Context: an optimization exercise on an open-source flow, tuned for small area. The choices shown serve that exercise and are no tape-out recipe.
The RTL was checked by simulation tests, not by an equivalence proof against the original design.
Power figures rest on the tool's default switching activity, not on a simulated workload.

[design.v]
module simproc_system #(
    parameter CLK_BITS = 10
) (
    input  logic                        clk,
    input  logic                        rst,
    input  logic    [CLK_BITS - 1 : 0]  clk_per_bit,
    input  logic                        uart_rx,
    output logic                        uart_tx,
    output logic                        halt,
    output logic                        done
);
    logic [7:0] u;
    assign u = clk_per_bit[9:2];
    logic       rx_done;
    logic [7:0] rx_byte;
    logic [7:0] pc, ad, rdata, wdata;
    logic [5:0] raddr, waddr;
    logic       cpu_rd, run, uart_we, pc_set_wr, mem_we;
    uart_rx_unit RX (
        .clk(clk), .rst(rst), .u(u), .uart_rx(uart_rx),
        .rx_done(rx_done), .rx_byte(rx_byte)
    );
    cmd_unit CMD (
        .clk(clk), .rst(rst), .u(u), .rx_done(rx_done), .rx_byte(rx_byte),
        .pc(pc), .cpu_rd(cpu_rd), .rdata(rdata),
        .uart_tx(uart_tx), .run(run), .uart_we(uart_we), .pc_set_wr(pc_set_wr), .ad(ad)
    );
    cpu_unit CPU (
        .clk(clk), .rst(rst), .run(run), .uart_we(uart_we), .pc_set_wr(pc_set_wr),
        .ad(ad), .rdata(rdata), .rx_byte(rx_byte),
        .pc(pc), .cpu_rd(cpu_rd), .halt(halt), .done(done),
        .raddr(raddr), .waddr(waddr), .wdata(wdata), .mem_we(mem_we)
    );
    mem_unit MEM (
        .clk(clk), .raddr(raddr), .waddr(waddr), .wdata(wdata), .we(mem_we),
        .rdata(rdata)
    );
endmodule
module uart_rx_unit (
    input  logic       clk,
    input  logic       rst,
    input  logic [7:0] u,
    input  logic       uart_rx,
    output logic       rx_done,
    output logic [7:0] rx_byte
);
    localparam logic [1:0] R_IDLE = 2'd0, R_START = 2'd1, R_RECV = 2'd2, R_DONE = 2'd3;
    logic       rx_meta, rx_in;
    logic [1:0] state;
    logic [9:0] cnt;             
    logic [8:0] sr;              
    logic       start, tick;
    assign start   = (state == R_START);
    assign tick    = start ? (cnt == 10'd2) : (cnt == 10'd1);
    assign rx_byte = sr[8:1];
    always_ff @(posedge clk) begin
        rx_meta <= uart_rx;
        rx_in   <= rx_meta;
    end
    always_ff @(posedge clk) begin
        if (rst) begin
            state   <= R_IDLE;
            rx_done <= 1'b0;
        end else begin
            rx_done <= 1'b0;
            case (state)
                R_IDLE:  if (!rx_in) state <= R_START;
                R_START: if (tick) state <= R_RECV;
                R_RECV:  if (tick && sr[0]) state <= R_DONE;
                default: if (tick) begin
                    state   <= R_IDLE;
                    rx_done <= 1'b1;
                end
            endcase
        end
    end
    always_ff @(posedge clk) begin
        if (state == R_IDLE || tick)
            cnt <= {u, 2'b00};
        else
            cnt <= cnt - {8'd0, start, !start};
        if (tick) begin
            if (start)
                sr <= 9'h100;
            else if (state == R_RECV && !sr[0])
                sr <= {rx_in, sr[8:1]};
        end
    end
endmodule
module cmd_unit (
    input  logic       clk,
    input  logic       rst,
    input  logic [7:0] u,
    input  logic       rx_done,
    input  logic [7:0] rx_byte,
    input  logic [7:0] pc,
    input  logic       cpu_rd,
    input  logic [7:0] rdata,
    output logic       uart_tx,
    output logic       run,
    output logic       uart_we,
    output logic       pc_set_wr,
    output logic [7:0] ad
);
    localparam logic [2:0] S_WCMD = 3'd0, S_WADDR = 3'd1, S_WDATA = 3'd2, S_EXEC = 3'd3,
                           S_RESP = 3'd4, S_XMIT = 3'd5, S_XDONE = 3'd6, S_XFIN = 3'd7;
    localparam logic [3:0] K_NOP = 4'd0, K_READ = 4'd1, K_WRITE = 4'd2, K_PING = 4'd3,
                           K_RUN = 4'd4, K_HALT = 4'd5, K_STEP = 4'd6, K_SETPC = 4'd7,
                           K_GETPC = 4'd8;
    logic [2:0] cs;
    logic [3:0] ci;              
    logic       late;            
    logic       run_reg, step_pulse;
    logic [9:0] tx_cnt;
    logic       tx_tick;
    logic [3:0] rx_code;
    always_comb begin
        case (rx_byte)
            8'hA3:   rx_code = K_READ;
            8'h5C:   rx_code = K_WRITE;
            8'hF0:   rx_code = K_PING;
            8'h3F:   rx_code = K_RUN;
            8'hC7:   rx_code = K_HALT;
            8'h6D:   rx_code = K_STEP;
            8'h99:   rx_code = K_SETPC;
            8'hB2:   rx_code = K_GETPC;
            default: rx_code = K_NOP;
        endcase
    end
    assign tx_tick = (tx_cnt == 10'd1);
    logic exec, is_read, is_ping, is_getpc, is_resp;
    assign exec     = (cs == S_EXEC);
    assign is_read  = (ci == K_READ);
    assign is_ping  = (ci == K_PING);
    assign is_getpc = (ci == K_GETPC);
    assign is_resp  = is_read | is_ping | is_getpc;
    logic [7:0] resp_val;
    always_comb begin
        if (is_ping)       resp_val = 8'hAA;
        else if (is_getpc) resp_val = pc;
        else               resp_val = rdata;
    end
    logic       ad_en;
    logic [7:0] ad_d;
    assign ad_en = (cs == S_WADDR && rx_done)
                 || (exec && is_resp && !(is_read && cpu_rd))
                 || (cs == S_RESP && late)
                 || (cs == S_XMIT && tx_tick && ci != 4'd0);
    assign ad_d  = (cs == S_WADDR) ? rx_byte : (cs == S_XMIT) ? {1'b1, ad[7:1]} : resp_val;
    always_ff @(posedge clk) begin
        if (rst) begin
            cs         <= S_WCMD;
            run_reg    <= 1'b0;
            step_pulse <= 1'b0;
            uart_tx    <= 1'b1;
        end else begin
            step_pulse <= exec && ci == K_STEP;
            if (exec && ci == K_RUN)  run_reg <= 1'b1;
            if (exec && ci == K_HALT) run_reg <= 1'b0;
            uart_tx <= (cs == S_XMIT) ? (ci != 4'd0 ? ad[0] : 1'b0) : 1'b1;
            case (cs)
                S_WCMD:  if (rx_done) cs <= S_WADDR;
                S_WADDR: if (rx_done) cs <= S_WDATA;
                S_WDATA: if (rx_done) cs <= S_EXEC;
                S_EXEC:  cs <= is_resp ? S_RESP : S_WCMD;
                S_RESP:  cs <= S_XMIT;
                S_XMIT:  if (tx_tick && ci == 4'd9) cs <= S_XDONE;
                S_XDONE: cs <= S_XFIN;
                default: cs <= S_WCMD;
            endcase
        end
    end
    always_ff @(posedge clk) begin
        case (cs)
            S_WCMD:  if (rx_done) ci <= rx_code;
            S_RESP:  ci <= 4'd0;
            S_XMIT:  if (tx_tick) ci <= ci + 4'd1;
            default: ;
        endcase
        if (ad_en) ad <= ad_d;
        if (exec) late <= is_read && cpu_rd;
        if (cs == S_RESP || tx_tick)
            tx_cnt <= {u, 2'b00};
        else
            tx_cnt <= tx_cnt - 10'd1;
    end
    assign run       = step_pulse | run_reg;
    assign uart_we   = exec && ci == K_WRITE;
    assign pc_set_wr = exec && ci == K_SETPC;
endmodule
module cpu_unit (
    input  logic       clk,
    input  logic       rst,
    input  logic       run,
    input  logic       uart_we,
    input  logic       pc_set_wr,
    input  logic [7:0] ad,
    input  logic [7:0] rdata,
    input  logic [7:0] rx_byte,
    output logic [7:0] pc,
    output logic       cpu_rd,
    output logic       halt,
    output logic       done,
    output logic [5:0] raddr,
    output logic [5:0] waddr,
    output logic [7:0] wdata,
    output logic       mem_we
);
    localparam logic [2:0] C_IDLE = 3'd0, C_1 = 3'd1, C_2 = 3'd2, C_3 = 3'd3,
                           C_4 = 3'd4, C_5 = 3'd5;
    logic [2:0] st;
    logic [7:0] ir;
    logic       nf, zf;
    logic [7:0] rf [0:3];
    logic       pend;            
    logic [3:0] op;
    assign op = ir[3:0];
    logic op_add, op_sub, op_nand, op_arith, op_shift, op_load, op_store, op_br, op_ori;
    assign op_add   = (op == 4'b0100);
    assign op_sub   = (op == 4'b0110);
    assign op_nand  = (op == 4'b1000);
    assign op_arith = op_add | op_sub | op_nand;
    assign op_shift = (op[2:0] == 3'b011);
    assign op_load  = (op == 4'b0000);
    assign op_store = (op == 4'b0010);
    assign op_br    = (op == 4'b1001) || (op == 4'b0101) || (op == 4'b1010) || (op == 4'b0001);
    assign op_ori   = (op[2:0] == 3'b111);
    logic [1:0] ra;
    logic [7:0] a, b;
    assign ra = op_ori ? 2'b00 : ir[7:6];
    rf_read RR (.r0(rf[0]), .r1(rf[1]), .r2(rf[2]), .r3(rf[3]), .ra(ra), .rb(ir[5:4]), .a(a), .b(b));
    logic [7:0] alu;
    alu_unit ALU (
        .a(a), .b(b), .ir(ir), .rdata(rdata), .op_add(op_add), .op_sub(op_sub),
        .op_nand(op_nand), .op_shift(op_shift), .op_load(op_load), .op_ori(op_ori), .alu(alu)
    );
    logic taken;
    always_comb begin
        case (op)
            4'b1001: taken = !zf;
            4'b0101: taken = !nf;
            4'b1010: taken = zf;
            default: taken = 1'b1;
        endcase
    end
    logic in_c1, in_c3;
    assign in_c1  = (st == C_1);
    assign in_c3  = (st == C_3);
    assign cpu_rd = in_c1 || (in_c3 && op_load);
    always_comb begin
        case (st)
            C_3:     done = op_store || op_br;
            C_4:     done = !op_ori;
            C_5:     done = 1'b1;
            default: done = 1'b0;
        endcase
    end
    assign halt = (st == C_IDLE);
    logic cpu_we;
    assign cpu_we = in_c3 && op_store;
    logic [7:0] ir_d;
    mem_ports MP (
        .in_c1(in_c1), .ld(in_c3 && op_load), .cpu_we(cpu_we), .pend(pend),
        .pc(pc), .b(b), .a(a), .ad(ad), .rx_byte(rx_byte), .rdata(rdata),
        .raddr(raddr), .waddr(waddr), .wdata(wdata), .ir_d(ir_d)
    );
    assign mem_we = cpu_we || uart_we || pend;
    always_ff @(posedge clk) begin
        pend <= cpu_we && uart_we;
    end
    always_ff @(posedge clk) begin
        if (rst) begin
            st <= C_IDLE;
        end else begin
            case (st)
                C_IDLE:  if (run) st <= C_1;
                C_1:     st <= C_2;
                C_2:     st <= C_3;
                C_3:     begin
                    if (op_arith || op_shift || op_load || op_ori) st <= C_4;
                    else if (op_store || op_br) st <= run ? C_1 : C_IDLE;
                    else st <= C_IDLE;
                end
                C_4:     st <= op_ori ? C_5 : (run ? C_1 : C_IDLE);
                C_5:     st <= run ? C_1 : C_IDLE;
                default: st <= C_IDLE;
            endcase
        end
    end
    always_ff @(posedge clk) begin
        if (in_c1) ir <= ir_d;
    end
    logic [7:0] pc_sum;
    assign pc_sum = pc + (in_c1 ? 8'd1 : {{4{ir[7]}}, ir[7:4]});
    logic       pc_en;
    logic [7:0] pc_d;
    assign pc_en = rst || in_c1 || (in_c3 && op_br && taken) || (halt && pc_set_wr);
    assign pc_d  = {8{!rst}} & (halt ? ad : pc_sum);
    always_ff @(posedge clk) begin
        if (pc_en) pc <= pc_d;
    end
    logic rf_we, fl_we;
    assign rf_we = in_c3 && (op_arith || op_shift || op_load || op_ori);
    assign fl_we = in_c3 && (op_arith || op_shift || op_ori);
    logic [7:0] rf_d;
    assign rf_d = {8{!rst}} & alu;
    always_ff @(posedge clk) begin
        if (rst || fl_we) begin
            nf <= rf_d[7];
            zf <= !rst && (alu == 8'h00);
        end
    end
    genvar w;
    generate
        for (w = 0; w < 4; w++) begin : g_rf
            always_ff @(posedge clk) begin
                if (rst || (rf_we && ra == w)) rf[w] <= rf_d;
            end
        end
    endgenerate
endmodule
module mem_unit (
    input  logic       clk,
    input  logic [5:0] raddr,
    input  logic [5:0] waddr,
    input  logic [7:0] wdata,
    input  logic       we,
    output logic [7:0] rdata
);
    logic [7:0] mem [0:63];
    logic [7:0] wlo, whi;
    logic [7:0] rlo, rhi;
    always_comb begin
        for (int i = 0; i < 8; i++) begin
            wlo[i] = we && waddr[2:0] == i;
            whi[i] = waddr[5:3] == i;
            rlo[i] = raddr[2:0] == i;
            rhi[i] = raddr[5:3] == i;
        end
    end
    genvar wi;
    generate
        for (wi = 0; wi < 64; wi++) begin : g_word
            always_ff @(posedge clk) begin
                if (wlo[wi % 8] && whi[wi / 8]) mem[wi] <= wdata;
            end
        end
    endgenerate
    logic [63:0] sel;
    always_comb begin
        for (int i = 0; i < 64; i++) sel[i] = rlo[i % 8] & rhi[i / 8];
    end
    genvar bi, k;
    generate
        for (bi = 0; bi < 8; bi++) begin : g_bit
            logic [21:0] part;
            for (k = 0; k < 21; k++) begin : g_slice
                ao222_slice S (
                    .s(sel[3 * k + 2 : 3 * k]),
                    .d({mem[3 * k + 2][bi], mem[3 * k + 1][bi], mem[3 * k][bi]}),
                    .y(part[k])
                );
            end
            assign part[21] = ~(sel[63] & mem[63][bi]);
            assign rdata[bi] = ~&part;
        end
    endgenerate
endmodule
module ao222_slice (
    input  logic [2:0] s,
    input  logic [2:0] d,
    output logic       y
);
    assign y = ~|(s & d);
endmodule
module rf_read (
    input  logic [7:0] r0, r1, r2, r3,
    input  logic [1:0] ra, rb,
    output logic [7:0] a, b
);
    always_comb begin
        case (ra)
            2'd0:    a = r0;
            2'd1:    a = r1;
            2'd2:    a = r2;
            default: a = r3;
        endcase
        case (rb)
            2'd0:    b = r0;
            2'd1:    b = r1;
            2'd2:    b = r2;
            default: b = r3;
        endcase
    end
endmodule
module mem_ports (
    input  logic       in_c1, ld, cpu_we, pend,
    input  logic [7:0] pc, b, a, ad, rx_byte, rdata,
    output logic [5:0] raddr, waddr,
    output logic [7:0] wdata, ir_d
);
    assign raddr = in_c1 ? pc[5:0] : ld ? b[5:0] : ad[5:0];
    assign waddr = cpu_we ? b[5:0] : ad[5:0];
    assign wdata = cpu_we ? a : rx_byte;
    assign ir_d  = (pend && pc[5:0] == ad[5:0]) ? rx_byte : rdata;
endmodule
module alu_unit (
    input  logic [7:0] a, b, ir, rdata,
    input  logic       op_add, op_sub, op_nand, op_shift, op_load, op_ori,
    output logic [7:0] alu
);
    logic [7:0] sum;
    logic [8:0] c;
    logic [7:0] bb;
    assign bb   = b ^ {8{op_sub}};
    always_comb begin
        c[0] = op_sub;
        for (int i = 0; i < 8; i++) begin
            sum[i]   = a[i] ^ bb[i] ^ c[i];
            c[i + 1] = (a[i] & bb[i]) | (c[i] & (a[i] ^ bb[i]));
        end
    end
    logic [6:0] sh;              
    logic       pass_a;
    always_comb begin
        sh = 7'd0;
        if (op_shift) begin
            if (ir[5]) sh[3 - ir[4:3]] = 1'b1;      
            else       sh[3 + ir[4:3]] = 1'b1;      
        end
    end
    assign pass_a = sh[3] | op_ori;
    always_comb begin
        for (int i = 0; i < 8; i++) begin
            alu[i] = (op_add | op_sub) & sum[i]
                   | op_nand & ~(a[i] & b[i])
                   | op_load & rdata[i]
                   | pass_a & a[i]
                   | (i < 5 ? op_ori & ir[(i + 3) % 8] : 1'b0);
            for (int k = 0; k < 7; k++)
                if (k != 3 && i + k - 3 >= 0 && i + k - 3 < 8)
                    alu[i] = alu[i] | sh[k] & a[(i + k + 5) % 8];
        end
    end
endmodule
`default_nettype none
module tt_um_ieeeuoftasic_simproc (
    input  wire [7:0] ui_in,     
    output wire [7:0] uo_out,    
    input  wire [7:0] uio_in,    
    output wire [7:0] uio_out,   
    output wire [7:0] uio_oe,    
    input  wire       ena,       
    input  wire       clk,       
    input  wire       rst_n      
);
  wire rst;
  wire [9:0] clk_per_bit;
  assign clk_per_bit = {uio_in[7:0], 2'b00};  
  assign rst = ~rst_n;
  assign uio_oe = 8'b0000_0000;  
  assign uio_out = 8'b0000_0000;  
  assign uo_out[7:3] = 5'b0_0000;  
  simproc_system #(
     .CLK_BITS(10)
  ) U1 (
      .clk(clk),
      .rst(rst),
      .clk_per_bit(clk_per_bit),
      .uart_rx(ui_in[0]),
      .uart_tx(uo_out[0]),
      .halt(uo_out[1]),
      .done(uo_out[2])
  );
  wire _unused = &{ui_in[7:1], ena, 1'b0};
endmodule
[flow/run.sh]
#!/bin/bash
set -euo pipefail
work=$(pwd)
here=$(cd "$(dirname "${BASH_SOURCE[0]}")" && pwd)

# The standard flow's synthesis script with the ABC mapping script swapped
{
  echo 'proc abc {args} {'
  echo '  set i [lsearch -exact $args -script]'
  echo '  if {$i >= 0} { lset args [expr {$i + 1}] $::env(AREA_ABC_SCRIPT) }'
  echo '  yosys abc {*}$args'
  echo '}'
  cat "$work/synth_recipe.tcl"
} > "$work/synth_area.tcl"

cts="-sink_clustering_enable -repair_clock_nets -sink_clustering_size 16"
cts="$cts -sink_clustering_max_diameter 50 -buf_list sky130_fd_sc_hd__clkbuf_8"
cts="$cts -dont_use_dummy_load"

bash "$work/standard.sh" \
  "SYNTH_SCRIPT=$work/synth_area.tcl" \
  "AREA_ABC_SCRIPT=$here/abc_area.script" \
  "CTS_ARGS=$cts" \
  finish > "$work/standard.log" 2>&1
[flow/abc_area.script]
strash
&get -n
&fraig -x
&put
scorr
dc2
strash
&get -n
&dch -f
&nf -R 1000 -p
&put
[standard.sh]
#!/bin/bash
# synth_recipe.tcl (not shown) runs the flow's synth.tcl, then flattens the netlist and writes it again
# the make line also repeats each setting of config.mk as NAME=value (left out here)
make -C /OpenROAD-flow-scripts/flow DESIGN_CONFIG=/design/flow/config.mk WORK_HOME=/design/flow/orfs CLKGATE_MAP_FILE= SYNTH_SCRIPT=/design/flow/synth_recipe.tcl "${@:-finish}"
[config.mk]
export PLATFORM = sky130hd
export DESIGN_NAME = tt_um_ieeeuoftasic_simproc
export DESIGN_NICKNAME = tt_um_ieeeuoftasic_simproc
export VERILOG_FILES = /design/flow/design.v
export SDC_FILE = /design/flow/constraint.sdc
export NUM_CORES = 4
export LEC_CHECK = 0
export CAP_MARGIN = 20
export CORE_MARGIN = 2
export CORE_UTILIZATION = 65
export CTS_BUF_LIST = sky130_fd_sc_hd__clkbuf_8
export CTS_CLUSTER_DIAMETER = 50
export CTS_CLUSTER_SIZE = 16
export SLEW_MARGIN = 20
export SYNTH_HIERARCHICAL = 1
[constraint.sdc]
create_clock -name core_clock -period 20.0 [get_ports {clk}]
set_input_delay 4.0000 -clock core_clock [delete_from_list [all_inputs] [get_ports {clk}]]
set_output_delay 4.0000 -clock core_clock [all_outputs]
set_load 0.01 [all_outputs]
==> run_results.csv, run 1 <==
group,metric,value,unit
die,die_area,39800,sq um
critical_path,path_max_fanout,11,
synth,synthSimpleGateAreaFrac,0.105,
hold_path,whs_path_depth,0,
finish,register_area,18200,sq um
drt,drt-wirelength-per-cell,27.2,um
global_route,grt_pass1_wl,88.9,mm
finish,multi_input_area,6410,sq um
synth,ys.flop_type,"edfxtp_1",
synth,synth_edf_count,584,
global_route,met1_usage,0.440,
finish,largestRegisters,"U1.MEM.mem (512), U1.CPU.rf (32)",
synth,ys_seq_area_frac,0.734,
synth,synth_top_area_share,0.705,
cts,postCtsHoldBufs,0,
cts,htreeDepth,2,
cts,cts_root_buf,"clkbuf_8",
synth,syn-cell-area,24900,sq um
placed_design,place_congestion,0.876,
synth,synthAdderAreaFrac,0.0154,
finish,syn_to_final_growth,5.92,%
global_route,grt_antenna_before_repair,0,
synth,synth.avg_cell_area,15.3,sq um
pwr,p_per_area,88.0,nW/um^2
cts,clock_latency,0.67,ns
synth,synth_seq_cells,619,
critical_path,crit_chain,"nor2b_1 -> a222oi_1 -> nand2_1 -> mux2i_1 -> o21ai_0 -> or3b_1 -> nor2_1 -> a222oi_1 -> nand4_1 -> nor4_1 -> nand3_1 -> a222oi_1 -> nand2_1 -> a221oi_1 -> nand3_1 -> nor4_1 -> nand2_1 -> nor3_1",
timing,hold_viol_final,0,
timing,rsz0062_at_grt,"false",
timing,post-route-period-util,0.358,
synth,synth_compound_area_frac,0.110,
die,die_h,200,um
synth,ys_warn_count,15,
drt,vias_per_cell,7.01,
cts,cts_made_buffers,50,
finish,layout-drive-gt1-share,0.0471,
cts,cts_tree,"done",
global_route,grt_max_degree,65,
cts,cts.sinks,619,
synth,async_flop_share,0,
timing,finClkSkew,0.0881,ns
placed_design,io_buffers,13,
drt,antenna_left,0,
finish,largest_register,"U1.MEM.mem",
finish,final_cells,2211,
synth,yosys-mux-area-fraction,0.0115,
timing,worstMarginPinSlew,1.09,ns
drt,route.detailed.drc,0,
timing,max_freq,140,MHz
placed_design,dpl_cell_area,25600,sq um
die,initial_core_util,0.660,
pwr,power_leakage,8.19,nW
drt,drt_iter0_drc,2634,
cts,cts-resized-gates,0,
cts,cts_buffer_depth,3,
cts,cts_setup_buffers,0,
timing,setup_ws,12.85,ns
finish,fin_util,0.699,
global_route,overflow,0,
timing,fin_worst_hold_slack,0.339,ns
synth,synth_top_family_by_area,"compound AO/OA/AOI/OAI gates",
placed_design,place_inst,2161,
global_route,grtUsageMet2,0.478,
critical_path,cp_slowest_cell,"or3b_1",
global_route,use_met3,0.0597,
synth,synth.largest_area_cell,"edfxtp_1",
critical_path,crit_arrival,7.59,ns
timing,layout_min_cycle_time,7.15,ns
timing,setup_tns,0,ns
finish,largest_reg_flops,512,
die,placementRows,71,
critical_path,crit_family,"simple AND/OR/NAND/NOR gates",
critical_path,worst-path-stages,18,
pwr,fin_total_pwr,2.32,mW
critical_path,cp.buffers_inverters,0,
job,maxCapViolations,0,
drt,dr.pass1.iters,8,
finish,nets,1746,
die,coreArea,37700,sq um
critical_path,cp-end-kind,"flip-flop",
synth,syn_inst,1628,
die,die_w,200,um
hold_path,hold_path_class,"reg2reg",
synth,synth-xor-area-share,0.0123,
synth,ys_top_cells_by_area,"edfxtp_1 (71%), a222oi_1 (8.1%), nor2_1 (3.2%)",
critical_path,cpPeakStageDelay,0.77,ns
synth,ys_types,51,
placed_design,dp_slack,13.18,ns
critical_path,cp.required,20.44,ns
finish,final_area,26300,sq um
drt,wirelength,60.2,mm
placed_design,dp_hpwl,38.1,mm
global_route,top_usage_layer,"met2",
drt,vias,15500,
critical_path,cp-start-kind,"flip-flop",
cts,path_clk_slew,0.09,ns
global_route,grtUsageTotal,0.307,
finish,diodes,0,
critical_path,critical_path_class,"reg2reg",
global_route,grt_pass1_vias,14700,
pwr,ir_drop,0.0825,mV
die,io_pins,43,
timing,setup_viol,0,
finish,fillers,2549,
run_status,status,"finished clean",
timing,relSlewSlack,0.260,
timing,slew_violations,0,
critical_path,rr_worst_depth,18,
==> worst reg2reg max path, cell delays in order (launching register included) <==
cell and delay (ns):
edfxtp_1 0.57, nor2b_1 0.61, a222oi_1 0.24, nand2_1 0.29, mux2i_1 0.13, o21ai_0 0.52
or3b_1 0.77, nor2_1 0.35, a222oi_1 0.64, nand4_1 0.29, nor4_1 0.63, nand3_1 0.40
a222oi_1 0.48, nand2_1 0.10, a221oi_1 0.25, nand3_1 0.14, nor4_1 0.25, nand2_1 0.10
nor3_1 0.22
==> cell usage after synthesis, drive strengths merged (20+ instances only) <==
cell	instances
a222oi	200
mux2	20
nand4	37
o21ai	33
nand3	30
nor2	210
dfxtp	35
a21oi	39
buf	29
nand2	124
edfxtp	584
nor2b	39
clkinv	23
==> report_power, final <==
part	internal, mW	switching (mW)
Sequential	1.44	0.0311
Clock	0.223	0.377
Combinational	0.0934	0.155
==> final cells by class <==
class                   count  share of cell area
well taps                 511              0.0243
multi-input cells         977               0.244
clock buffers              50              0.0261
inverters                  23             0.00328
flip-flops and latches    619               0.693
repair buffers             31              0.0101
==> per-module statistics from Yosys (local to each module, per instance), excerpt <==
| module | copies in the design | cell area (sq um) | cells |
|---|---|---|---|
| cpu_unit | 1 | 2330 | 182 |
| cmd_unit | 1 | 1640 | 191 |
| uart_rx_unit | 1 | 1100 | 106 |
| alu_unit | 1 | 674 | 91 |
| mem_ports | 1 | 425 | 52 |
| rf_read | 1 | 325 | 56 |
| tt_um_ieeeuoftasic_simproc | 1 | 165 | 23 |
| ao222_slice | 168 | 10.0 | 1 |
==> placed cells by master, fill, tap and decap left out, types with 7 or more instances in the layout <==
master,count
clkbuf_8,50
nor2_1,210
clkinv_1,23
xnor2_1,17
mux2_2,8
nand3b_1,14
fa_1,8
nor4_1,12
buf_4,18
a31oi_1,9
a21oi_1,38
clkdlybuf4s50_1,13
edfxtp_1,584
nand2_1,124
and2_0,11
or3_1,7
conb_1,21
nor2b_1,39
o21ai_0,33
o22ai_1,7
a222oi_1,200
nand2b_1,13
mux2_1,12
nand4_1,37
ha_1,17
xor2_1,18
nand3_1,30
nor3_1,16
dfxtp_1,35
==> logic make-up after synthesis <==
group	Yosys count
xor gates and xnor gates	35
muxes	26
DFF	619
other	1
and+or+nand+nor	548
AOI/OAI and AO/OA	321
buffers and inverters	52
adders and majority gates	26
==> worst paths after layout <==
| path | slack (ns) | from | to |
|---|---|---|---|
| setup / recovery | 12.85 | U1.CPU.ir[5] | U1.CPU.zf |
| setup reg to reg | 12.85 | U1.CPU.ir[5] | U1.CPU.zf |
| hold reg to reg | 0.34 | U1.RX.rx_meta | U1.RX.rx_in |
| hold / removal | 0.34 | U1.RX.rx_meta | U1.RX.rx_in |
==> layer usage <==
metal,vias to the layer above,part of all wire
li1,6811,-
met1,7615,0.38
met2,930,0.47
met3,147,0.11
met4,0,0.035
met5,-,0
==> run 2, diff against run 1 <==
--- a/design.v
+++ b/design.v
@@ -15,20 +15,20 @@
     logic [7:0] rx_byte;
     logic [7:0] pc, ad, rdata, wdata;
     logic [5:0] raddr, waddr;
-    logic       cpu_rd, run, uart_we, pc_set_wr, mem_we;
+    logic       cpu_rd, cpu_mid, run, uart_we, pc_set_wr, mem_we;
     uart_rx_unit RX (
         .clk(clk), .rst(rst), .u(u), .uart_rx(uart_rx),
         .rx_done(rx_done), .rx_byte(rx_byte)
     );
     cmd_unit CMD (
         .clk(clk), .rst(rst), .u(u), .rx_done(rx_done), .rx_byte(rx_byte),
-        .pc(pc), .cpu_rd(cpu_rd), .rdata(rdata),
+        .pc(pc), .cpu_rd(cpu_rd), .cpu_mid(cpu_mid), .rdata(rdata),
         .uart_tx(uart_tx), .run(run), .uart_we(uart_we), .pc_set_wr(pc_set_wr), .ad(ad)
     );
     cpu_unit CPU (
         .clk(clk), .rst(rst), .run(run), .uart_we(uart_we), .pc_set_wr(pc_set_wr),
         .ad(ad), .rdata(rdata), .rx_byte(rx_byte),
-        .pc(pc), .cpu_rd(cpu_rd), .halt(halt), .done(done),
+        .pc(pc), .cpu_rd(cpu_rd), .cpu_mid(cpu_mid), .halt(halt), .done(done),
         .raddr(raddr), .waddr(waddr), .wdata(wdata), .mem_we(mem_we)
     );
     mem_unit MEM (
@@ -95,6 +95,7 @@
     input  logic [7:0] rx_byte,
     input  logic [7:0] pc,
     input  logic       cpu_rd,
+    input  logic       cpu_mid,
     input  logic [7:0] rdata,
     output logic       uart_tx,
     output logic       run,
@@ -109,7 +110,6 @@
                            K_GETPC = 4'd8;
     logic [2:0] cs;
     logic [3:0] ci;              
-    logic       late;            
     logic       run_reg, step_pulse;
     logic [9:0] tx_cnt;
     logic       tx_tick;
@@ -144,7 +144,7 @@
     logic [7:0] ad_d;
     assign ad_en = (cs == S_WADDR && rx_done)
                  || (exec && is_resp && !(is_read && cpu_rd))
-                 || (cs == S_RESP && late)
+                 || (cs == S_RESP && is_read && cpu_mid)
                  || (cs == S_XMIT && tx_tick && ci != 4'd0);
     assign ad_d  = (cs == S_WADDR) ? rx_byte : (cs == S_XMIT) ? {1'b1, ad[7:1]} : resp_val;
     always_ff @(posedge clk) begin
@@ -178,7 +178,6 @@
             default: ;
         endcase
         if (ad_en) ad <= ad_d;
-        if (exec) late <= is_read && cpu_rd;
         if (cs == S_RESP || tx_tick)
             tx_cnt <= {u, 2'b00};
         else
@@ -199,6 +198,7 @@
     input  logic [7:0] rx_byte,
     output logic [7:0] pc,
     output logic       cpu_rd,
+    output logic       cpu_mid,
     output logic       halt,
     output logic       done,
     output logic [5:0] raddr,
@@ -247,6 +247,7 @@
     assign in_c1  = (st == C_1);
     assign in_c3  = (st == C_3);
     assign cpu_rd = in_c1 || (in_c3 && op_load);
+    assign cpu_mid = (st == C_2) || (st == C_4 && op_load);
     always_comb begin
         case (st)
             C_3:     done = op_store || op_br;
--- a/flow/run.sh
+++ b/flow/run.sh
@@ -21,4 +21,6 @@
   "SYNTH_SCRIPT=$work/synth_area.tcl" \
   "AREA_ABC_SCRIPT=$here/abc_area.script" \
   "CTS_ARGS=$cts" \
+  "BUFFER_PORTS_ARGS=-buffer_cell sky130_fd_sc_hd__buf_1" \
+  "RECOVER_POWER=100" \
   finish > "$work/standard.log" 2>&1
==> run_results.csv, run 2 <==
group,metric,value,unit
run_status,status,"failed layout checks",
run_status,so_faults,"max-capacitance violations, max-slew violations",
synth,synth.avg_cell_area,15.3,sq um
finish,fillers,2667,
critical_path,cp.buffers_inverters,0,
drt,drt-wirelength-per-cell,27.6,um
global_route,grt_antenna_before_repair,0,
drt,route.detailed.drc,0,
synth,async_flop_share,0,
drt,antenna_left,0,
die,die_h,200,um
timing,post-route-period-util,0.362,
critical_path,cp-start-kind,"flip-flop",
drt,drt_iter0_drc,2501,
critical_path,crit_arrival,7.65,ns
placed_design,io_buffers,13,
pwr,power_leakage,8.08,nW
hold_path,hold_path_class,"reg2reg",
synth,syn-cell-area,24800,sq um
synth,ys.flop_type,"edfxtp_1",
cts,cts_setup_buffers,0,
finish,layout-drive-gt1-share,0.0366,
synth,synth_top_area_share,0.705,
finish,diodes,0,
placed_design,place_congestion,0.851,
critical_path,critical_path_class,"reg2reg",
cts,cts-resized-gates,0,
timing,slew_violations,529,
drt,wirelength,60.9,mm
critical_path,path_max_fanout,8,
timing,setup_tns,0,ns
critical_path,crit_chain,"or4_1 -> nor2_1 -> mux2i_1 -> o21ai_0 -> nand3b_1 -> nor2_1 -> a222oi_1 -> nand4_1 -> nor4_1 -> nand3_1 -> a222oi_1 -> nand3_1 -> nor3_1 -> nand2_1 -> nor3_1",
synth,synth_seq_cells,618,
timing,finClkSkew,0.0790,ns
global_route,grtUsageTotal,0.310,
cts,cts_root_buf,"clkbuf_8",
cts,cts_tree,"done",
global_route,grt_pass1_vias,14600,
finish,largest_register,"U1.MEM.mem",
synth,ys_seq_area_frac,0.733,
timing,layout_min_cycle_time,7.24,ns
timing,relSlewSlack,-1.11,
drt,vias_per_cell,7.06,
synth,synth_edf_count,583,
placed_design,dp_hpwl,38.5,mm
drt,vias,15600,
critical_path,crit_family,"simple AND/OR/NAND/NOR gates",
timing,rsz0062_at_grt,"false",
job,maxCapViolations,9,
synth,ys_top_cells_by_area,"edfxtp_1 (70%), a222oi_1 (8.0%), nor2_1 (3.1%)",
finish,final_common_cell,"edfxtp_1",
pwr,p_per_area,88.5,nW/um^2
cts,postCtsHoldBufs,0,
die,io_pins,43,
timing,hold_viol_final,0,
synth,syn_inst,1624,
finish,fin_util,0.695,
synth,synthTopCellsByCount,"edfxtp_1 (583), nor2_1 (205), a222oi_1 (199)",
synth,synth.largest_area_cell,"edfxtp_1",
drt,dr.pass1.iters,8,
synth,ys_types,51,
critical_path,cpPeakStageDelay,0.79,ns
finish,largest_reg_flops,512,
synth,ys_warn_count,15,
critical_path,cp-end-kind,"flip-flop",
timing,max_freq,138,MHz
die,initial_core_util,0.660,
die,die_w,200,um
global_route,grt_max_degree,65,
die,coreArea,37700,sq um
finish,largestRegisters,"U1.MEM.mem (512), U1.CPU.rf (32)",
cts,cts.sinks,618,
finish,nets,1739,
critical_path,cp_slowest_cell,"nand3b_1",
timing,worstMarginPinSlew,3.16,ns
die,placementRows,71,
critical_path,cp.required,20.41,ns
pwr,ir_drop,0.0909,mV
finish,syn_to_final_growth,5.32,%
finish,mostFrequentLayoutCells,"edfxtp_1 (583), nor2_1 (205), a222oi_1 (199)",
synth,synth.most_common_cell,"edfxtp_1",
global_route,grt_pass1_wl,89.5,mm
cts,clock_latency,0.69,ns
global_route,overflow,0,
cts,htreeDepth,2,
cts,path_clk_slew,0.08,ns
cts,cts_made_buffers,50,
timing,setup_viol,0,
die,die_area,39800,sq um
cts,cts_buffer_depth,3,
## run 2: changes by cell type after synthesis, sizes merged, moves of 3 or more
| cell | before | now |
|---|---|---|
| a21oi | 39 | 46 |
| a22oi | 2 | 6 |
| a31oi | 9 | 6 |
| mux2i | 6 | 9 |
| nand2 | 124 | 114 |
| nand3 | 30 | 35 |
| nor2 | 210 | 205 |
| o21a | 1 | 4 |
## run 2: worst paths after layout
path                 start          end  slack (ns)  cells past startpoint
max           U1.CPU.ir[2]    U1.CPU.zf       12.76                     15
min          U1.RX.rx_meta  U1.RX.rx_in        0.33                      0
max reg2reg   U1.CPU.ir[2]    U1.CPU.zf       12.76                     15
min reg2reg  U1.RX.rx_meta  U1.RX.rx_in        0.33                      0
## run 2: where the power goes
part           internal [mW]  switching, mW  leakage [nW]
registers               1.43         0.0309          5.59
logic                 0.0907          0.157          2.13
clock network          0.223          0.380         0.359
## run 2: worst register-to-register path, delay by kind of cell, from the launching register on
family,cells,cell delay (ns)
compound gates,3,1.64
flops,1,0.47
simple gates,11,4.75
mux,1,0.17
## run 2: layout make-up
class / instances / area (sq um) / share of cell area
inverters: 24 / 90.1 / 0.00344
repair buffers: 28 / 113 / 0.00430
multi-input cells: 973 / 6430 / 0.246
well taps: 511 / 639 / 0.0244
flip-flops and latches: 618 / 18200 / 0.696
clock buffers: 50 / 688 / 0.0263
## run 2: kinds of logic after synthesis
logic type,share of synthesized area
AO/OA/AOI/OAI,0.111
XOR/XNOR,0.0127
adder cells (fa/ha/maj),0.0154
buffers and inverters,0.0124
flip-flops,0.733
multiplexers,0.0127
other,0.000151
AND/OR/NAND/NOR,0.102
## run 2: modules after synthesis, one instance, submodules excluded, excerpt
module                      copies in the design  cell area (sq um)  flip-flops and latches
tt_um_ieeeuoftasic_simproc                     1                165                       0
alu_unit                                       1                676                       0
uart_rx_unit                                   1               1100                      24
cmd_unit                                       1               1620                      28
mem_ports                                      1                425                       0
ao222_slice                                  168               10.0                       0
cpu_unit                                       1               2340                      54
## run 2: per-stage QoR
stage	worst slack (ns)	total power, mW	instance area [sq um]	hold WS [ns]	instances
after floorplan	13.33	1.66	24900	0.310	1644
after global placement	13.13	1.73	25500	0.311	2154
after detailed placement	13.05	1.74	25500	0.314	2154
after CTS	13.00	2.32	26200	0.334	2204
after global routing	12.40	2.39	26200	0.345	2204
final	12.76	2.32	26200	0.330	2204
## run 2: routing by layer
metal,GRT usage,routed length [um]
met4,0.103,1870
met3,0.0459,6060
met5,0,0
met1,0.455,24100
met2,0.484,28900
==> run 3, diff against run 2 <==
--- a/flow/run.sh
+++ b/flow/run.sh
@@ -22,5 +22,4 @@
   "AREA_ABC_SCRIPT=$here/abc_area.script" \
   "CTS_ARGS=$cts" \
   "BUFFER_PORTS_ARGS=-buffer_cell sky130_fd_sc_hd__buf_1" \
-  "RECOVER_POWER=100" \
   finish > "$work/standard.log" 2>&1
==> run_results.csv, run 3 <==
group,metric,value,unit
global_route,grt_pass1_wl,89.5,mm
cts,postCtsHoldBufs,0,
drt,vias_per_cell,7.08,
finish,nets,1739,
synth,ys.flop_type,"edfxtp_1",
placed_design,dpl_cell_area,25500,sq um
synth,synth_seq_cells,618,
finish,register_area,18200,sq um
finish,final_common_cell,"edfxtp_1",
die,coreArea,37700,sq um
timing,slew_violations,0,
synth,ys_top_cells_by_area,"edfxtp_1 (70%), a222oi_1 (8.0%), nor2_1 (3.1%)",
placed_design,io_buffers,13,
critical_path,cp.required,20.41,ns
finish,largest_reg_flops,512,
pwr,power_leakage,8.13,nW
synth,ys_types,51,
finish,fillers,2652,
global_route,grt_antenna_before_repair,0,
critical_path,path_max_fanout,8,
placed_design,place_congestion,0.851,
timing,hold_viol_final,0,
synth,synth_top_area_share,0.705,
cts,cts_made_buffers,50,
drt,route.detailed.drc,0,
critical_path,critical_path_class,"reg2reg",
pwr,p_per_area,88.4,nW/um^2
finish,mostFrequentLayoutCells,"edfxtp_1 (583), nor2_1 (205), a222oi_1 (199)",
hold_path,hold_path_class,"reg2reg",
synth,synth.largest_area_cell,"edfxtp_1",
die,die_area,39800,sq um
cts,cts_root_buf,"clkbuf_8",
synth,synth_edf_count,583,
cts,clock_latency,0.69,ns
timing,setup_tns,0,ns
global_route,grt_max_degree,65,
drt,dr.pass1.iters,8,
die,io_pins,43,
cts,cts-resized-gates,0,
placed_design,dp_hpwl,38.5,mm
drt,drt-wirelength-per-cell,27.6,um
drt,antenna_left,0,
drt,wirelength,60.9,mm
critical_path,cpPeakStageDelay,0.81,ns
global_route,overflow,0,
die,initial_core_util,0.660,
critical_path,crit_arrival,7.66,ns
global_route,grtUsageTotal,0.310,
timing,post-route-period-util,0.362,
finish,layout-drive-gt1-share,0.0461,
global_route,grt_pass1_vias,14600,
timing,setup_viol,0,
critical_path,cp-start-kind,"flip-flop",
hold_path,holdCritStartpoint,"U1.RX.rx_meta",
die,placementRows,71,
synth,syn-cell-area,24800,sq um
die,die_w,200,um
pwr,ir_drop,0.0909,mV
cts,cts_tree,"done",
cts,cts.sinks,618,
finish,diodes,0,
cts,cts_buffer_depth,3,
finish,largest_register,"U1.MEM.mem",
finish,syn_to_final_growth,5.56,%
critical_path,crit_chain,"or4_1 -> nor2_1 -> mux2i_1 -> o21ai_0 -> nand3b_1 -> nor2_1 -> a222oi_1 -> nand4_1 -> nor4_1 -> nand3_1 -> a222oi_1 -> nand3_1 -> nor3_1 -> nand2_1 -> nor3_1",
pwr,fin_total_pwr,2.32,mW
finish,largestRegisters,"U1.MEM.mem (512), U1.CPU.rf (32)",
drt,drt_iter0_drc,2510,
timing,relSlewSlack,0.277,
timing,rsz0062_at_grt,"false",
run_status,status,"finished clean",
synth,async_flop_share,0,
job,maxCapViolations,0,
synth,synth.avg_cell_area,15.3,sq um
cts,htreeDepth,2,
synth,synthTopCellsByCount,"edfxtp_1 (583), nor2_1 (205), a222oi_1 (199)",
drt,vias,15600,
critical_path,cp-end-kind,"flip-flop",
synth,ys_seq_area_frac,0.733,
timing,finClkSkew,0.0764,ns
synth,synth.most_common_cell,"edfxtp_1",
finish,final_area,26200,sq um
cts,path_clk_slew,0.08,ns
critical_path,startpoint,"U1.CPU.ir[2]",
synth,syn_inst,1624,
cts,cts_setup_buffers,0,
die,die_h,200,um
timing,layout_min_cycle_time,7.25,ns
timing,worstMarginPinSlew,1.07,ns
timing,max_freq,138,MHz
synth,ys_warn_count,15,
critical_path,cp_slowest_cell,"nand3b_1",
critical_path,reg2reg_from,"U1.CPU.ir[2]",
finish,multi_input_area,6440,sq um
## run 3: cell counts after synthesis
No cell type changed its count.
## run 3: kinds of logic (layout without fill, tap and decap cells)
logic type	after synthesis	after routing	synth area share
other	1	21	0.000151
adder cells (fa/ha/maj)	26	26	0.0154
buffers and inverters	53	102	0.0124
AO/OA/AOI/OAI	328	328	0.111
AND/OR/NAND/NOR	533	533	0.102
flip-flops	618	618	0.733
multiplexers	29	29	0.0127
XOR/XNOR	36	36	0.0127
## run 3: worst paths after layout
path | end | slack (ns) | cells after the start
max | U1.CPU.zf | 12.75 | 15
min reg2reg | U1.RX.rx_in | 0.33 | 0
min | U1.RX.rx_in | 0.33 | 0
max reg2reg | U1.CPU.zf | 12.75 | 15
## run 3: per-stage QoR
step | std cells | util | setup slack [ns] | hold slack [ns]
2_1_floorplan | 1644 | - | 13.33 | 0.310
3_3_place_gp | 2154 | 0.678 | 13.13 | 0.311
3_5_place_dp | 2154 | 0.678 | 13.05 | 0.314
4_1_cts | 2204 | 0.696 | 13.00 | 0.334
5_1_grt | 2204 | 0.696 | 12.41 | 0.345
6_report | 2204 | 0.696 | 12.75 | 0.330
## run 3: per-layer routing
layer  vias up  GRT usage  share of wire
li1       6808          -              -
met3       107     0.0459          0.097
met5         -          0              0
met1      7855      0.455           0.40
met2       837      0.484           0.47
met4         0      0.103          0.029
## run 3: Yosys stat by module, one instance, submodules excluded, a selection
module                      copies in the design  cells inside
alu_unit                                       1            91
cmd_unit                                       1           185
mem_unit                                       1           759
mem_ports                                      1            52
ao222_slice                                  168             1
tt_um_ieeeuoftasic_simproc                     1            23
uart_rx_unit                                   1           106
cpu_unit                                       1           184
rf_read                                        1            56
## run 3: worst max-delay path, delay by kind of cell (launching register included)
| family | cells | cell delay, ns |
|---|---|---|
| mux | 1 | 0.17 |
| compound gates | 3 | 1.64 |
| flops | 1 | 0.47 |
| simple gates | 11 | 4.76 |
## run 3: area by class of cell
| cell class | instances | area share |
|---|---|---|
| multi-input cells | 973 | 0.246 |
| clock buffers | 50 | 0.0262 |
| inverters | 24 | 0.00343 |
| repair buffers | 28 | 0.00615 |
| well taps | 511 | 0.0244 |
| flip-flops and latches | 618 | 0.694 |
## run 3: where the power goes
part / switching (mW) / leakage, nW / internal (mW) / total [mW]
clock: 0.380 / 0.359 / 0.223 / 0.603
combinational: 0.157 / 2.18 / 0.0914 / 0.249
sequential: 0.0310 / 5.59 / 1.43 / 1.47
==> run 4, diff against run 3 <==
--- a/flow/run.sh
+++ b/flow/run.sh
@@ -21,5 +21,4 @@
   "SYNTH_SCRIPT=$work/synth_area.tcl" \
   "AREA_ABC_SCRIPT=$here/abc_area.script" \
   "CTS_ARGS=$cts" \
-  "BUFFER_PORTS_ARGS=-buffer_cell sky130_fd_sc_hd__buf_1" \
   finish > "$work/standard.log" 2>&1
==> run_results.csv, run 4 <==
group,metric,value,unit
synth,synth.most_common_cell,"edfxtp_1",
critical_path,cp-end-kind,"flip-flop",
cts,cts_tree,"done",
timing,relSlewSlack,0.318,
critical_path,crit_arrival,7.71,ns
critical_path,path_max_fanout,8,
timing,layout_min_cycle_time,7.27,ns
placed_design,io_buffers,13,
placed_design,dp_hpwl,38.5,mm
global_route,grt_pass1_wl,90.0,mm
synth,ys_types,51,
pwr,p_per_area,88.1,nW/um^2
synth,syn_inst,1624,
cts,cts_setup_buffers,0,
finish,mostFrequentLayoutCells,"edfxtp_1 (583), nor2_1 (205), a222oi_1 (199)",
drt,dr.pass1.iters,10,
run_status,status,"finished clean",
synth,async_flop_share,0,
die,io_pins,43,
cts,clock_latency,0.67,ns
cts,path_clk_slew,0.10,ns
die,die_h,200,um
placed_design,dpl_cell_area,25600,sq um
critical_path,cpPeakStageDelay,0.74,ns
timing,post-route-period-util,0.364,
synth,ys_top_cells_by_area,"edfxtp_1 (70%), a222oi_1 (8.0%), nor2_1 (3.1%)",
pwr,ir_drop,0.0912,mV
synth,synth_top_area_share,0.705,
drt,wirelength,60.2,mm
global_route,overflow,0,
cts,cts-resized-gates,0,
synth,ys_warn_count,15,
synth,synth.largest_area_cell,"edfxtp_1",
timing,max_freq,137,MHz
critical_path,cpMostUsedCell,"nand2_1",
finish,layout-drive-gt1-share,0.0466,
synth,synth_seq_cells,618,
global_route,grt_antenna_before_repair,0,
drt,antenna_left,0,
finish,final_area,26300,sq um
synth,ys.flop_type,"edfxtp_1",
critical_path,critical_path_class,"reg2reg",
finish,largest_register,"U1.MEM.mem",
die,die_w,200,um
cts,htreeDepth,2,
global_route,grt_max_degree,65,
critical_path,cp.required,20.44,ns
finish,diodes,0,
global_route,grt_pass1_vias,14700,
timing,setup_ws,12.73,ns
die,placementRows,71,
cts,cts_made_buffers,51,
die,die_area,39800,sq um
global_route,grtUsageTotal,0.309,
finish,largestRegisters,"U1.MEM.mem (512), U1.CPU.rf (32)",
job,maxCapViolations,0,
critical_path,crit_chain,"or4_1 -> nor2_1 -> mux2i_1 -> o21ai_0 -> or3b_1 -> nor2_1 -> a222oi_1 -> nand4_1 -> nor4_1 -> nand3_1 -> a222oi_1 -> nand2_1 -> a21oi_1 -> nand2_1 -> nor4_1 -> nand2_1 -> nor3_1",
synth,ys_seq_area_frac,0.733,
die,coreArea,37700,sq um
die,initial_core_util,0.660,
finish,largest_reg_flops,512,
cts,cts_root_buf,"clkbuf_8",
synth,synth.avg_cell_area,15.3,sq um
placed_design,dp_slack,13.08,ns
critical_path,cp-start-kind,"flip-flop",
finish,syn_to_final_growth,5.97,%
placed_design,place_congestion,0.871,
timing,rsz0062_at_grt,"false",
drt,route.detailed.drc,0,
timing,setup_viol,0,
finish,final_common_cell,"edfxtp_1",
timing,hold_viol_final,0,
finish,nets,1740,
timing,worstMarginPinSlew,1.02,ns
pwr,power_leakage,8.17,nW
drt,drt_iter0_drc,2674,
drt,vias,15400,
drt,vias_per_cell,7.00,
cts,postCtsHoldBufs,0,
timing,setup_tns,0,ns
timing,finClkSkew,0.109,ns
synth,syn-cell-area,24800,sq um
synth,synth_edf_count,583,
cts,cts.sinks,618,
critical_path,cp_slowest_cell,"or3b_1",
hold_path,hold_path_class,"reg2reg",
finish,fillers,2632,
synth,synthTopCellsByCount,"edfxtp_1 (583), nor2_1 (205), a222oi_1 (199)",
cts,cts_buffer_depth,3,
drt,drt-wirelength-per-cell,27.3,um
timing,slew_violations,0,
timing,fin_worst_hold_slack,0.333,ns
## run 4: cell counts after synthesis
Identical to the previous run, type by type.
## run 4: worst paths after layout
kind | start | to | slack, ns | depth (start not counted)
worst max-delay path | U1.CPU.ir[2] | U1.CPU.zf | 12.73 | 17
worst min register to register | U1.RX.rx_meta | U1.RX.rx_in | 0.33 | 0
worst max register to register | U1.CPU.ir[2] | U1.CPU.zf | 12.73 | 17
worst min-delay path | U1.RX.rx_meta | U1.RX.rx_in | 0.33 | 0
## run 4: final cells by class
cell class                 instances  area (sq um)  area share
sequential                       618         18200       0.692
multi-input combinational        973          6450       0.245
clock buffer                      51           702      0.0267
tap                              511           639      0.0243
timing repair buffer              28           243     0.00922
inverter                          24          90.1     0.00342
## run 4: logic make-up after synthesis
group	share of synthesized area
fa+ha+maj	0.0154
other cells	0.000151
simple gates	0.102
buf+inv	0.0124
mux	0.0127
flops	0.733
compound gates	0.111
xor+xnor	0.0127
## run 4: report_power, final
| part | leakage, nW | internal [mW] | total [mW] | switching (mW) |
|---|---|---|---|---|
| clock network | 0.367 | 0.227 | 0.602 | 0.375 |
| logic | 2.22 | 0.0935 | 0.251 | 0.157 |
| registers | 5.59 | 1.44 | 1.47 | 0.0319 |
| total | 8.17 | 1.76 | 2.32 | 0.564 |
## run 4: layer usage
layer	up-vias	GRT usage	wire (um)
met5	-	0	0
met4	0	0.103	1950
li1	6795	-	-
met1	7646	0.447	23900
met3	129	0.0508	6000
met2	856	0.487	28300
## run 4: stage by stage
step | total power [mW] | util | cells
floorplan | 1.66 | - | 1644
global placement | 1.73 | 0.680 | 2154
global route | 2.40 | 0.699 | 2205
CTS | 2.32 | 0.698 | 2205
detailed placement | 1.74 | 0.680 | 2154
finish | 2.32 | 0.699 | 2205
## run 4: critical path, delay by kind of cell (launching register included)
family,cells,cell delay [ns]
simple gates,12,4.67
compound gates,4,1.80
mux,1,0.16
flops,1,0.48
## run 4: modules after synthesis, one instance, submodules excluded, a selection
| module | cells | times used | cell area [sq um] | flops+latches |
|---|---|---|---|---|
| mem_unit | 759 | 1 | 16500 | 512 |
| cpu_unit | 184 | 1 | 2340 | 54 |
| cmd_unit | 185 | 1 | 1620 | 28 |
| uart_rx_unit | 106 | 1 | 1100 | 24 |
| alu_unit | 91 | 1 | 676 | 0 |
| ao222_slice | 1 | 168 | 10.0 | 0 |
==> run 5, diff against run 4 <==
--- a/flow/run.sh
+++ b/flow/run.sh
@@ -14,11 +14,12 @@
 } > "$work/synth_area.tcl"
 
 cts="-sink_clustering_enable -repair_clock_nets -sink_clustering_size 16"
-cts="$cts -sink_clustering_max_diameter 50 -buf_list sky130_fd_sc_hd__clkbuf_8"
+cts="$cts -sink_clustering_max_diameter 80 -buf_list sky130_fd_sc_hd__clkbuf_8"
 cts="$cts -dont_use_dummy_load"
 
 bash "$work/standard.sh" \
   "SYNTH_SCRIPT=$work/synth_area.tcl" \
   "AREA_ABC_SCRIPT=$here/abc_area.script" \
   "CTS_ARGS=$cts" \
+  "BUFFER_PORTS_ARGS=-buffer_cell sky130_fd_sc_hd__buf_1" \
   finish > "$work/standard.log" 2>&1
==> run_results.csv, run 5 <==
group,metric,value,unit
placed_design,place_inst,2154,
critical_path,r2r_slack,12.74,ns
job,maxCapViolations,0,
synth,yosys-mux-area-fraction,0.0127,
synth,ys_types,51,
cts,cts_buffer_depth,3,
synth,ys_seq_area_frac,0.733,
global_route,grt_antenna_before_repair,0,
finish,nets,1733,
synth,syn_inst,1624,
timing,setup_viol,0,
synth,ys.flop_type,"edfxtp_1",
drt,route.detailed.drc,0,
die,die_w,200,um
die,die_h,200,um
timing,rsz0062_at_grt,"false",
finish,largestRegisters,"U1.MEM.mem (512), U1.CPU.rf (32)",
timing,post-route-period-util,0.363,
finish,diodes,0,
critical_path,cp-end-kind,"flip-flop",
cts,cts_setup_buffers,0,
timing,setup_ws,12.74,ns
synth,synthAdderAreaFrac,0.0154,
drt,drt-wirelength-per-cell,27.6,um
synth,synth_seq_cells,618,
die,coreArea,37700,sq um
drt,dr.pass1.iters,9,
global_route,grtUsageTotal,0.309,
critical_path,rr_worst_depth,15,
pwr,p_per_area,87.1,nW/um^2
critical_path,cp.required,20.43,ns
finish,largest_register,"U1.MEM.mem",
die,io_pins,43,
die,placementRows,71,
synth,synth-xor-area-share,0.0127,
synth,synth.avg_cell_area,15.3,sq um
critical_path,path_max_fanout,8,
finish,register_area,18200,sq um
hold_path,holdCritStartpoint,"U1.RX.rx_meta",
critical_path,startpoint,"U1.CPU.ir[2]",
critical_path,r2r_end,"U1.CPU.zf",
placed_design,dp_hpwl,38.5,mm
drt,vias,15600,
drt,wirelength,60.6,mm
hold_path,min_to,"U1.RX.rx_in",
synth,ys_top_cells_by_area,"edfxtp_1 (70%), a222oi_1 (8.0%), nor2_1 (3.1%)",
critical_path,crit_arrival,7.69,ns
run_status,status,"finished clean",
timing,slew_violations,0,
synth,synthTopCellsByCount,"edfxtp_1 (583), nor2_1 (205), a222oi_1 (199)",
finish,mostFrequentLayoutCells,"edfxtp_1 (583), nor2_1 (205), a222oi_1 (199)",
pwr,ir_drop,0.0966,mV
timing,layout_min_cycle_time,7.26,ns
finish,largest_reg_flops,512,
finish,fillers,2665,
critical_path,cp-start-kind,"flip-flop",
timing,finClkSkew,0.0417,ns
drt,antenna_left,0,
placed_design,place_congestion,0.851,
finish,layout-drive-gt1-share,0.0427,
timing,hold_viol_final,0,
synth,synth_top_area_share,0.705,
global_route,grt_max_degree,65,
cts,cts.sinks,618,
drt,drt_iter0_drc,2574,
placed_design,io_buffers,13,
hold_path,whs_path_depth,0,
synth,synth_compound_area_frac,0.111,
timing,max_freq,138,MHz
cts,cts-resized-gates,0,
synth,syn-cell-area,24800,sq um
synth,synthSimpleGateAreaFrac,0.102,
placed_design,dp_slack,13.05,ns
hold_path,hold_path_class,"reg2reg",
pwr,fin_total_pwr,2.28,mW
cts,cts_tree,"done",
finish,final_cells,2198,
synth,synth.largest_area_cell,"edfxtp_1",
die,initial_core_util,0.660,
critical_path,critical_path_class,"reg2reg",
synth,synth_edf_count,583,
synth,async_flop_share,0,
global_route,grt_pass1_wl,89.1,mm
drt,vias_per_cell,7.09,
finish,syn_to_final_growth,5.23,%
timing,worstMarginPinSlew,1.08,ns
pwr,power_leakage,8.09,nW
critical_path,reg2reg_from,"U1.CPU.ir[2]",
synth,ys_warn_count,15,
finish,final_common_cell,"edfxtp_1",
global_route,overflow,0,
cts,cts_root_buf,"clkbuf_8",
cts,htreeDepth,2,
timing,relSlewSlack,0.269,
timing,fin_worst_hold_slack,0.334,ns
synth,synth_top_family_by_area,"compound AO/OA/AOI/OAI gates",
cts,clock_latency,0.66,ns
timing,setup_tns,0,ns
die,die_area,39800,sq um
cts,cts_made_buffers,44,
cts,postCtsHoldBufs,0,
finish,multi_input_area,6440,sq um
global_route,grt_pass1_vias,14600,
cts,path_clk_slew,0.10,ns
synth,synth.most_common_cell,"edfxtp_1",
## run 5: cell counts after synthesis
No cell type changed its count.
## run 5: worst max-delay path, stage by stage (launching register included)
cell      delay [ns]
edfxtp_1        0.49
or4_1           0.64
nor2_1          0.66
mux2i_1         0.17
o21ai_0         0.60
nand3b_1        0.80
nor2_1          0.35
a222oi_1        0.60
nand4_1         0.35
nor4_1          0.78
nand3_1         0.41
a222oi_1        0.44
nand3_1         0.17
nor3_1          0.23
nand2_1         0.09
nor3_1          0.26
## run 5: where the power goes
part | internal (mW) | total, mW | leakage [nW] | switching, mW
clock network | 0.198 | 0.565 | 0.316 | 0.367
registers | 1.43 | 1.47 | 5.59 | 0.0310
logic | 0.0913 | 0.248 | 2.18 | 0.157
total | 1.72 | 2.28 | 8.09 | 0.555
## run 5: final cells by class
type,count,area share
clock buffer,44,0.0232
multi-input combinational,973,0.246
timing repair buffer,28,0.00617
sequential,618,0.696
inverter,24,0.00345
tap,511,0.0245
## run 5: kinds of logic (layout without fill, tap and decap cells)
logic type / count (synthesis) / count (layout)
compound gates: 328 / 328
simple gates: 533 / 533
mux: 29 / 29
flops: 618 / 618
xor+xnor: 36 / 36
other cells: 1 / 21
fa+ha+maj: 26 / 26
buf+inv: 53 / 96
## run 5: worst max-delay path by stage
stage | to | slack (ns)
floorplan | uo_out[2] | 13.33
global placement | U1.CPU.zf | 13.13
detailed placement | U1.CPU.zf | 13.05
CTS | U1.CPU.zf | 12.98
global route | U1.CPU.zf | 12.44
finish | U1.CPU.zf | 12.74
## run 5: metal layers
metal / part of all wire / routed length, um / vias to the layer above / GRT usage
met4: 0.031 / 1880 / 0 / 0.0999
met2: 0.47 / 28800 / 895 / 0.483
li1: - / - / 6791 / -
met1: 0.39 / 23900 / 7778 / 0.450
met3: 0.10 / 6060 / 117 / 0.0516
met5: 0 / 0 / - / 0
## run 5: modules after synthesis (local to each module, per instance), excerpt
module / flops+latches / area, sq um
rf_read: 0 / 325
mem_unit: 512 / 16500
ao222_slice: 0 / 10.0
cmd_unit: 28 / 1620
uart_rx_unit: 24 / 1100
alu_unit: 0 / 676
cpu_unit: 54 / 2340
mem_ports: 0 / 425
## run 5: through the flow
step                 util  instance area, sq um
floorplan               -                 24900
global placement    0.678                 25500
detailed placement  0.678                 25500
CTS                 0.694                 26100
global route        0.694                 26100
finish              0.694                 26100
==> run 6, diff against run 5 <==
--- a/flow/run.sh
+++ b/flow/run.sh
@@ -13,8 +13,8 @@
   cat "$work/synth_recipe.tcl"
 } > "$work/synth_area.tcl"
 
-cts="-sink_clustering_enable -repair_clock_nets -sink_clustering_size 16"
-cts="$cts -sink_clustering_max_diameter 80 -buf_list sky130_fd_sc_hd__clkbuf_8"
+cts="-sink_clustering_enable -repair_clock_nets -sink_clustering_size 20"
+cts="$cts -sink_clustering_max_diameter 35 -buf_list sky130_fd_sc_hd__clkbuf_8"
 cts="$cts -dont_use_dummy_load"
 
 bash "$work/standard.sh" \
==> run_results.csv, run 6 <==
group,metric,value,unit
finish,layout-drive-gt1-share,0.0681,
global_route,overflow,0,
die,io_pins,43,
placed_design,io_buffers,13,
drt,drt-wirelength-per-cell,27.4,um
global_route,grtUsageTotal,0.314,
synth,syn_inst,1624,
job,maxCapViolations,0,
drt,detailroute.wirelength.met3,6.23,mm
cts,postCtsHoldBufs,0,
timing,layout_min_cycle_time,7.25,ns
finish,largest_reg_flops,512,
finish,fin_util,0.711,
drt,drt_iter0_drc,2491,
synth,synthTopCellsByCount,"edfxtp_1 (583), nor2_1 (205), a222oi_1 (199)",
global_route,grt_pass1_vias,14900,
finish,final_area,26800,sq um
finish,final_common_cell,"edfxtp_1",
synth,synth_top_area_share,0.705,
drt,top_layer_used,"met4",
critical_path,crit_chain,"or4_1 -> nor2_1 -> mux2i_1 -> o21ai_0 -> nand3b_1 -> nor2_1 -> a222oi_1 -> nand4_1 -> nor4_1 -> nand3_1 -> a222oi_1 -> nand3_1 -> nor3_1 -> nand2_1 -> nor3_1",
die,die_area,39800,sq um
drt,vias_per_cell,7.06,
synth,async_flop_share,0,
drt,dr.pass1.iters,12,
drt,wirelength,61.4,mm
global_route,grt_max_degree,65,
cts,cts_root_buf,"clkbuf_8",
timing,setup_viol,0,
die,coreArea,37700,sq um
timing,worstMarginPinSlew,1.07,ns
die,die_w,200,um
critical_path,cp.required,20.38,ns
timing,setup_tns,0,ns
critical_path,cp-start-kind,"flip-flop",
synth,synth.most_common_cell,"edfxtp_1",
synth,ys_seq_area_frac,0.733,
die,initial_core_util,0.660,
synth,ys_types,51,
cts,cts-resized-gates,0,
timing,finClkSkew,0.0849,ns
placed_design,dpl_cell_area,25500,sq um
finish,mostFrequentLayoutCells,"edfxtp_1 (583), nor2_1 (205), a222oi_1 (199)",
critical_path,cp_slowest_cell,"nand3b_1",
timing,relSlewSlack,0.285,
finish,syn_to_final_growth,7.73,%
cts,cts_buffer_depth,3,
run_status,status,"finished clean",
cts,path_clk_slew,0.05,ns
placed_design,dp_slack,13.05,ns
pwr,ir_drop,0.0842,mV
cts,cts.sinks,618,
finish,nets,1779,
critical_path,critical_path_class,"reg2reg",
pwr,p_per_area,94.6,nW/um^2
finish,diodes,0,
timing,hold_viol_final,0,
hold_path,hold_path_class,"reg2reg",
synth,synth.avg_cell_area,15.3,sq um
critical_path,path_max_fanout,8,
placed_design,place_congestion,0.851,
die,placementRows,71,
timing,post-route-period-util,0.362,
placed_design,dp_hpwl,38.5,mm
die,die_h,200,um
cts,cts_tree,"done",
pwr,power_leakage,8.42,nW
global_route,grt_antenna_before_repair,0,
cts,cts_setup_buffers,0,
cts,htreeDepth,3,
drt,antenna_left,0,
timing,setup_ws,12.75,ns
drt,vias,15800,
finish,largestRegisters,"U1.MEM.mem (512), U1.CPU.rf (32)",
timing,max_freq,138,MHz
cts,cts_made_buffers,90,
synth,synth.largest_area_cell,"edfxtp_1",
synth,ys_top_cells_by_area,"edfxtp_1 (70%), a222oi_1 (8.0%), nor2_1 (3.1%)",
global_route,grt_pass1_wl,90.4,mm
cts,clock_latency,0.68,ns
critical_path,cpPeakStageDelay,0.80,ns
synth,syn-cell-area,24800,sq um
synth,synth_edf_count,583,
drt,wl_met2,29.2,mm
critical_path,crit_arrival,7.62,ns
timing,slew_violations,0,
drt,m1WireLength,24.3,mm
synth,ys.flop_type,"edfxtp_1",
timing,rsz0062_at_grt,"false",
critical_path,cp-end-kind,"flip-flop",
drt,route.detailed.drc,0,
synth,ys_warn_count,15,
synth,synth_seq_cells,618,
finish,largest_register,"U1.MEM.mem",
run 6: cell counts after synthesis:
Identical to the previous run, type by type.
run 6: routing by layer:
layer | GRT usage | vias to the layer above
met5 | 0 | -
met4 | 0.114 | 0
met3 | 0.0594 | 103
met2 | 0.483 | 908
met1 | 0.454 | 7948
li1 | - | 6881
run 6: cell families (layout without fill, tap and decap cells):
logic type,count (synthesis),in the layout,share of synthesized area
multiplexers,29,29,0.0127
buffers and inverters,53,142,0.0124
flip-flops,618,618,0.733
AO/OA/AOI/OAI,328,328,0.111
AND/OR/NAND/NOR,533,533,0.102
XOR/XNOR,36,36,0.0127
adder cells (fa/ha/maj),26,26,0.0154
other,1,21,0.000151
run 6: path summary, 6_finish.rpt:
check	start	endpoint	slack [ns]	cells after the start
max	U1.CPU.ir[2]	U1.CPU.zf	12.75	15
min	U1.RX.rx_meta	U1.RX.rx_in	0.32	0
max reg2reg	U1.CPU.ir[2]	U1.CPU.zf	12.75	15
min reg2reg	U1.RX.rx_meta	U1.RX.rx_in	0.32	0
run 6: per-module statistics from Yosys (local to each module, per instance), a selection:
module / flip-flops and latches / cells inside
ao222_slice: 0 / 1
mem_ports: 0 / 52
cmd_unit: 28 / 185
cpu_unit: 54 / 184
rf_read: 0 / 56
mem_unit: 512 / 759
alu_unit: 0 / 91
tt_um_ieeeuoftasic_simproc: 0 / 23
run 6: metrics by stage:
step                      hold slack (ns)  cells  total power, mW
after floorplan                     0.310   1644             1.66
after global placement              0.311   2154             1.73
after detailed placement            0.314   2154             1.74
after CTS                           0.317   2244             2.53
after global routing                0.324   2244             2.62
final                               0.315   2244             2.53
run 6: area by class of cell:
cell class / count / area (sq um)
clock buffers: 90 / 1240
flip-flops and latches: 618 / 18200
well taps: 511 / 639
multi-input cells: 973 / 6430
repair buffers: 28 / 161
fillers: 2603 / 10900
inverters: 24 / 90.1
run 6: critical path: cells and delay by family, from the launching register on:
kind | cells | cell delay [ns]
AO/OA/AOI/OAI | 3 | 1.61
flip-flops | 1 | 0.47
multiplexers | 1 | 0.18
AND/OR/NAND/NOR | 11 | 4.75
run 6: where the power goes:
part           internal, mW  switching, mW  leakage (nW)
registers              1.44         0.0310          5.59
logic                0.0916          0.158          2.18
clock network         0.395          0.419         0.647
total                  1.92          0.608          8.42

## afterwards: timing with drivers on the ports
No port has a modelled driver above. Below, the same layouts with a new extraction and two added sets of constraints.
Step 1 assumes that a clkbuf_16 drives the clock port and a buf_2 every other input.
Step 2 times the ports against the registers' clock, not the clock port: input delays grow and output delays shrink by t, the midpoint of the rising clock arrivals with the driver on.
Three values: ideal ports, drivers, drivers and shift; two values: the first two.
run | t, ns | setup WS [ns] | worst slew at a driven data input, ns
run 1 | 0.682 | 12.849 / 12.849 / 12.849 | 0.03
run 2 | 0.708 | 12.763 / 12.763 / 12.763 | 0.03
run 3 | 0.708 | 12.751 / 12.751 / 12.751 | 0.03
run 4 | 0.669 | 12.727 / 12.727 / 12.727 | 0.03
run 5 | 0.688 | 12.745 / 12.745 / 12.745 | 0.04
run 6 | 0.685 | 12.751 / 12.751 / 12.751 | 0.03
